Context: an optimization exercise on an open-source flow, tuned for small area, a short achievable clock period and few clock cycles. The choices shown serve that exercise and are no tape-out recipe.
RTL that was checked went through simulation tests only; none was proved equivalent to the original.
Power figures rest on the tool's default switching activity, not on a simulated workload.

Design zhxpu_core, start of the top module:
module zhxpu_core(
	input clk,
	input rst,
	output wire [15:0] imem_addr,
	input [15:0] imem_rdata,
	input imem_ready,
	output wire [15:0] dmem_addr,
	output wire [15:0] dmem_wdata,
	output wire dmem_we,
	output wire dmem_re,
	input [15:0] dmem_rdata,
	input dmem_ready
);
clock: 9.0 ns
lec_check: 0
abc_area: 1
cap_margin: 20
core_margin: 2
core_utilization: 60
cts_buf_list: sky130_fd_sc_hd__clkbuf_8
setup_slack_margin: 5
slew_margin: 20
tns_end_percent: 10
standard.sh (not shown) runs the stock make flow with config.mk's settings and CLKGATE_MAP_FILE= SYNTH_SCRIPT=/design/flow/synth_recipe.tcl, a recipe that flattens the netlist after the stock synthesis.
==> flow/flow/run.sh <==
#!/bin/bash
set -euo pipefail
bash standard.sh "BUFFER_PORTS_ARGS=-buffer_cell sky130_fd_sc_hd__buf_2" SETUP_SLACK_MARGIN=6 finish > standard_flow.log 2>&1
Testbench counts at the start, summed over its fixed seeds: cycles 41,488.
Change:
--- a/flow/design.v
+++ b/flow/design.v
@@ -16,17 +16,17 @@
 	reg [15:0] ir;           
 	reg ir_sp, ir_ih, ir_ra;  
 	reg [7:0] a_sel, b_sel;   
 	reg [15:0] gpr [0:7];
 	reg [15:0] sp, ih, ra;
 	reg t;
 	reg [15:0] ex_a, ex_b;   
 	reg ex_cin;
-	reg ex_and, ex_or, ex_shl, ex_sh, ex_arith;
+	reg ex_add, ex_and, ex_or, ex_shl, ex_shr, ex_sh, ex_arith;
 	reg ex_ld, ex_st, ex_cmp, ex_wr, ex_br;
 	reg [3:0] ex_dst;        
 	wire ex_mem = ex_ld | ex_st;
 	wire hold = !imem_ready || (ex_mem && !dmem_ready);
 	wire [15:0] sum;
 	zx_add16 u_alu_add(.a(ex_a), .b(ex_b), .cin(ex_cin), .s(sum));
 	wire [15:0] add_p = ex_a ^ ex_b;
 	wire [15:0] add_k = {ex_a[14:0] | ex_b[14:0], ex_cin};
@@ -43,20 +43,19 @@
 	wire [15:0] sh2 = ex_a[1] ? {{2{fill}}, sh1[15:2]} : sh1;
 	wire [15:0] sh4 = ex_a[2] ? {{4{fill}}, sh2[15:4]} : sh2;
 	wire [15:0] sh8 = ex_a[3] ? {{8{fill}}, sh4[15:8]} : sh4;
 	wire [15:0] shr = big ? {16{fill}} : sh8;
 	wire [15:0] shr_rev;
 	generate for (gi = 0; gi < 16; gi = gi + 1) begin : g_rev2
 		assign shr_rev[gi] = shr[15 - gi];
 	end endgenerate
-	wire ex_add = !(ex_ld | ex_and | ex_or | ex_sh);
 	wire [15:0] oth_fast = ({16{ex_and}} & (ex_a & ex_b)) | ({16{ex_or}} & (ex_a | ex_b));
 	wire [15:0] oth = oth_fast | ({16{ex_ld}} & dmem_rdata)
-		| ({16{ex_sh & ex_shl}} & shr_rev) | ({16{ex_sh & !ex_shl}} & shr);
+		| ({16{ex_shl}} & shr_rev) | ({16{ex_shr}} & shr);
 	wire [15:0] ex_res = ex_add ? sum : oth;
 	wire ex_zero = ex_add ? add_zero : ~|oth_fast;
 	wire ex_t = !add_zero;   
 	assign dmem_addr = ex_a;
 	assign dmem_wdata = ex_b;
 	assign dmem_we = ex_st;
 	assign dmem_re = ex_ld;
 	always @(posedge clk) begin
@@ -225,16 +224,18 @@
 			ex_cmp <= d_cmp & !stall;
 			ex_wr <= d_wr & !stall;
 			ex_br <= d_br & !stall;
 		end
 	end
 	always @(posedge clk) begin
 		if (!hold) begin
 			ex_a <= op1; ex_b <= op2; ex_cin <= d_cin;
+			ex_add <= !(d_ld | d_and | d_or | d_sh);
+			ex_shr <= d_sh & !d_shl;
 			ex_and <= d_and; ex_or <= d_or; ex_shl <= d_shl;
 			ex_sh <= d_sh; ex_arith <= d_arith; ex_dst <= d_dst;
 		end
 	end
 endmodule
 module zx_add16(
 	input [15:0] a,
 	input [15:0] b,
The new run ran to the end with no violations.
Final area increases by 2.9%.
First-iteration DRC count falls by 2.7%.
Total power came out higher by 7.0%.
Setup slack is better by 0.019 ns.
Die area goes up by 2.8%.
Area after synthesis increases by 2.9%.
The RTL of the second run of this note was laid out without a check of its function.

========
Setup of build 40:
zhxpu_core, a different RTL version from the one above (not shown whole).
For scale: ~260 flip-flops, roughly 0.016 mm2 of cells after synthesis.
// zhxpu_core
module zhxpu_core(
	input clk,
	input rst,
	output wire [15:0] imem_addr,
	input [15:0] imem_rdata,
	input imem_ready,
	output wire [15:0] dmem_addr,
	output wire [15:0] dmem_wdata,
	output wire dmem_we,
	output wire dmem_re,
	input [15:0] dmem_rdata,
	input dmem_ready
);
Settings: LEC_CHECK=0, ABC_AREA=1, CAP_MARGIN=20, CORE_MARGIN=2, CORE_UTILIZATION=60, CTS_BUF_LIST=sky130_fd_sc_hd__clkbuf_8, SETUP_SLACK_MARGIN=5, SLEW_MARGIN=20, TNS_END_PERCENT=10; clock period 9.0 ns.
==> flow/flow/run.sh <==
#!/bin/bash
set -euo pipefail
bash standard.sh "BUFFER_PORTS_ARGS=-buffer_cell sky130_fd_sc_hd__buf_2" SETUP_SLACK_MARGIN=5.5 finish > standard_flow.log 2>&1
Testbench counts of build 40, summed over its fixed seeds: cycles 41,488.
Changes in trial 31 relative to build 40:
--- a/flow/design.v
+++ b/flow/design.v
@@ -8,20 +8,21 @@
 	output wire [15:0] dmem_addr,
 	output wire [15:0] dmem_wdata,
 	output wire dmem_we,
 	output wire dmem_re,
 	input [15:0] dmem_rdata,
 	input dmem_ready
 );
 	reg [15:0] pc;           
 	reg [15:0] ir;           
 	reg ir_sp, ir_ih, ir_ra;  
+	reg [7:0] a_sel, b_sel;   
 	reg [15:0] gpr [0:7];
 	reg [15:0] sp, ih, ra;
 	reg t;
 	reg [15:0] ex_a, ex_b;   
 	reg ex_cin;
 	reg ex_and, ex_or, ex_shl, ex_sh, ex_arith;
 	reg ex_ld, ex_st, ex_cmp, ex_wr, ex_br;
 	reg [3:0] ex_dst;        
 	wire ex_mem = ex_ld | ex_st;
 	wire hold = !imem_ready || (ex_mem && !dmem_ready);
@@ -52,31 +53,29 @@
 		| ({16{ex_or}} & (ex_a | ex_b)) | ({16{ex_sh & ex_shl}} & shr_rev)
 		| ({16{ex_sh & !ex_shl}} & shr);
 	wire [15:0] ex_res = ex_add ? sum : oth;
 	wire ex_zero = ex_add ? add_zero : ~|oth;
 	wire ex_t = !add_zero;   
 	assign dmem_addr = ex_a;
 	assign dmem_wdata = ex_b;
 	assign dmem_we = ex_st;
 	assign dmem_re = ex_ld;
 	always @(posedge clk) begin
-		if (!hold) begin
-			if (ex_wr) begin
-				case (ex_dst)
-					4'd8: sp <= ex_res;
-					4'd9: ih <= ex_res;
-					4'd10: ra <= ex_res;
-					default: gpr[ex_dst[2:0]] <= ex_res;
-				endcase
-			end
-			if (ex_cmp) t <= ex_t;
-		end
+		if (ex_wr) begin
+			case (ex_dst)
+				4'd8: sp <= ex_res;
+				4'd9: ih <= ex_res;
+				4'd10: ra <= ex_res;
+				default: gpr[ex_dst[2:0]] <= ex_res;
+			endcase
+		end
+		if (ex_cmp) t <= ex_t;
 	end
 	wire [4:0] op = ir[15:11];
 	wire [2:0] rx = ir[10:8];
 	wire [2:0] ry = ir[7:5];
 	wire [2:0] rz = ir[4:2];
 	wire i_addiu  = op == 5'b01001;
 	wire i_addiu3 = op == 5'b01000;
 	wire g_01100  = op == 5'b01100;
 	wire i_addsp  = g_01100 && rx == 3'b011;
 	wire i_bteqz  = g_01100 && rx == 3'b000;
@@ -112,22 +111,22 @@
 	wire br_jump = i_jr | i_jalr | i_jrra;
 	wire d_br = i_b | i_beqz | i_bnez | i_bteqz | i_btnez | br_jump;
 	wire ir_spec = ir_sp | ir_ih | ir_ra;
 	wire [2:0] b_idx = i_swsp ? rx : ry;
 	reg [15:0] a_gpr, b_reg;
 	integer ri;
 	always @(*) begin
 		a_gpr = 16'b0;
 		b_reg = 16'b0;
 		for (ri = 0; ri < 8; ri = ri + 1) begin
-			a_gpr = a_gpr | (gpr[ri] & {16{rx == ri}});
-			b_reg = b_reg | (gpr[ri] & {16{b_idx == ri}});
+			a_gpr = a_gpr | (gpr[ri] & {16{a_sel[ri]}});
+			b_reg = b_reg | (gpr[ri] & {16{b_sel[ri]}});
 		end
 	end
 	wire [15:0] a_reg = ({16{!ir_spec}} & a_gpr) | ({16{ir_sp}} & sp) | ({16{ir_ih}} & ih) | ({16{ir_ra}} & ra);
 	wire ex_wr_gpr = ex_wr && !ex_dst[3];
 	wire fwd_a = ir_sp ? (ex_wr && ex_dst == 4'd8) :
 		ir_ih ? (ex_wr && ex_dst == 4'd9) :
 		ir_ra ? (ex_wr && ex_dst == 4'd10) :
 		(ex_wr_gpr && ex_dst[2:0] == rx);
 	wire fwd_b = ex_wr_gpr && ex_dst[2:0] == b_idx;
 	wire [15:0] a_val = fwd_a ? ex_res : a_reg;
@@ -187,27 +186,33 @@
 		else if (i_mtih) d_dst = 4'd9;
 		else if (i_jalr) d_dst = 4'd10;
 		else if (i_addiu3 | i_srav | i_lw) d_dst = {1'b0, ry};
 		else if (g_11100) d_dst = {1'b0, rz};
 		else d_dst = {1'b0, rx};
 	end
 	wire [4:0] f_op = imem_rdata[15:11];
 	wire f_sp = (f_op == 5'b01100 && imem_rdata[10:8] == 3'b011) || f_op == 5'b10010 || f_op == 5'b11010;
 	wire f_ih = f_op == 5'b11110 && !imem_rdata[0];
 	wire f_ra = f_op == 5'b11101 && imem_rdata[7:5] == 3'b001 && imem_rdata[4:0] == 5'b00000;
+	wire [4:0] fw_op = imem_rdata[15:11];
+	wire [2:0] f_bidx = (fw_op == 5'b11010) ? imem_rdata[10:8] : imem_rdata[7:5];
+	wire [7:0] f_asel = 8'b1 << imem_rdata[10:8];
+	wire [7:0] f_bsel = 8'b1 << f_bidx;
 	assign imem_addr = pc;
 	always @(posedge clk) begin
 		if (!rst) begin
 			pc <= 16'b0;
 			ir <= 16'b0;
 			ir_sp <= 1'b0; ir_ih <= 1'b0; ir_ra <= 1'b0;
 		end else if (!hold && !stall) begin
+			a_sel <= f_asel;
+			b_sel <= f_bsel;
 			pc <= pc_next;
 			ir <= imem_rdata;
 			ir_sp <= f_sp; ir_ih <= f_ih; ir_ra <= f_ra;
 		end
 	end
 	always @(posedge clk) begin
 		if (!rst) begin
 			ex_ld <= 1'b0; ex_st <= 1'b0; ex_cmp <= 1'b0; ex_wr <= 1'b0;
 			ex_br <= 1'b0;
 		end else if (!hold) begin
## What came out
Between build 40 and trial 31, the summed area of non-filler cells in the final layout figures differ only marginally.
The wire length after detailed routing in trial 31 was lower than what build 40 gave.
Max number of cells traversed by the worst register-to-register path across build 40 and trial 31: build 40
Per the comparison of trial 31 with build 40, fraction of the yosys area taken by sequential cells +2.0 points; synthesized instance count decreased about 1.2%.
The RTL of trial 31 was laid out without a check of its function.

what the ideal ports hide:
No port has a modelled driver above. Below, the same layouts with a new extraction and two added sets of constraints.
Step 1, drivers: a clkbuf_16 drives clk and a buf_2 each remaining input, both assumed.
Step 2 also shifts input and output timing later by t, the mid clock arrival at the registers, as if the neighbouring blocks saw the same clock.
Slacks: no drivers / after step 1 / after step 2; pairs: no drivers / after step 1.
run	t, ns	setup WS [ns]	hold slack, ns
the first run of note 1	0.620	5.790 / 5.740 / 5.516	0.510 / 0.510 / 0.510
the second run of note 1	0.623	5.809 / 5.759 / 5.441	0.496 / 0.496 / 0.496
build 40	0.617	4.881 / 4.881 / 4.619	0.480 / 0.480 / 0.480
trial 31	0.615	5.048 / 5.048 / 4.605	0.479 / 0.479 / 0.479
After both steps setup and hold are still met in every run listed. The setup slack of trial 31, which loses most, moves by 0.000 ns with the drivers and by -0.443 ns with both steps.
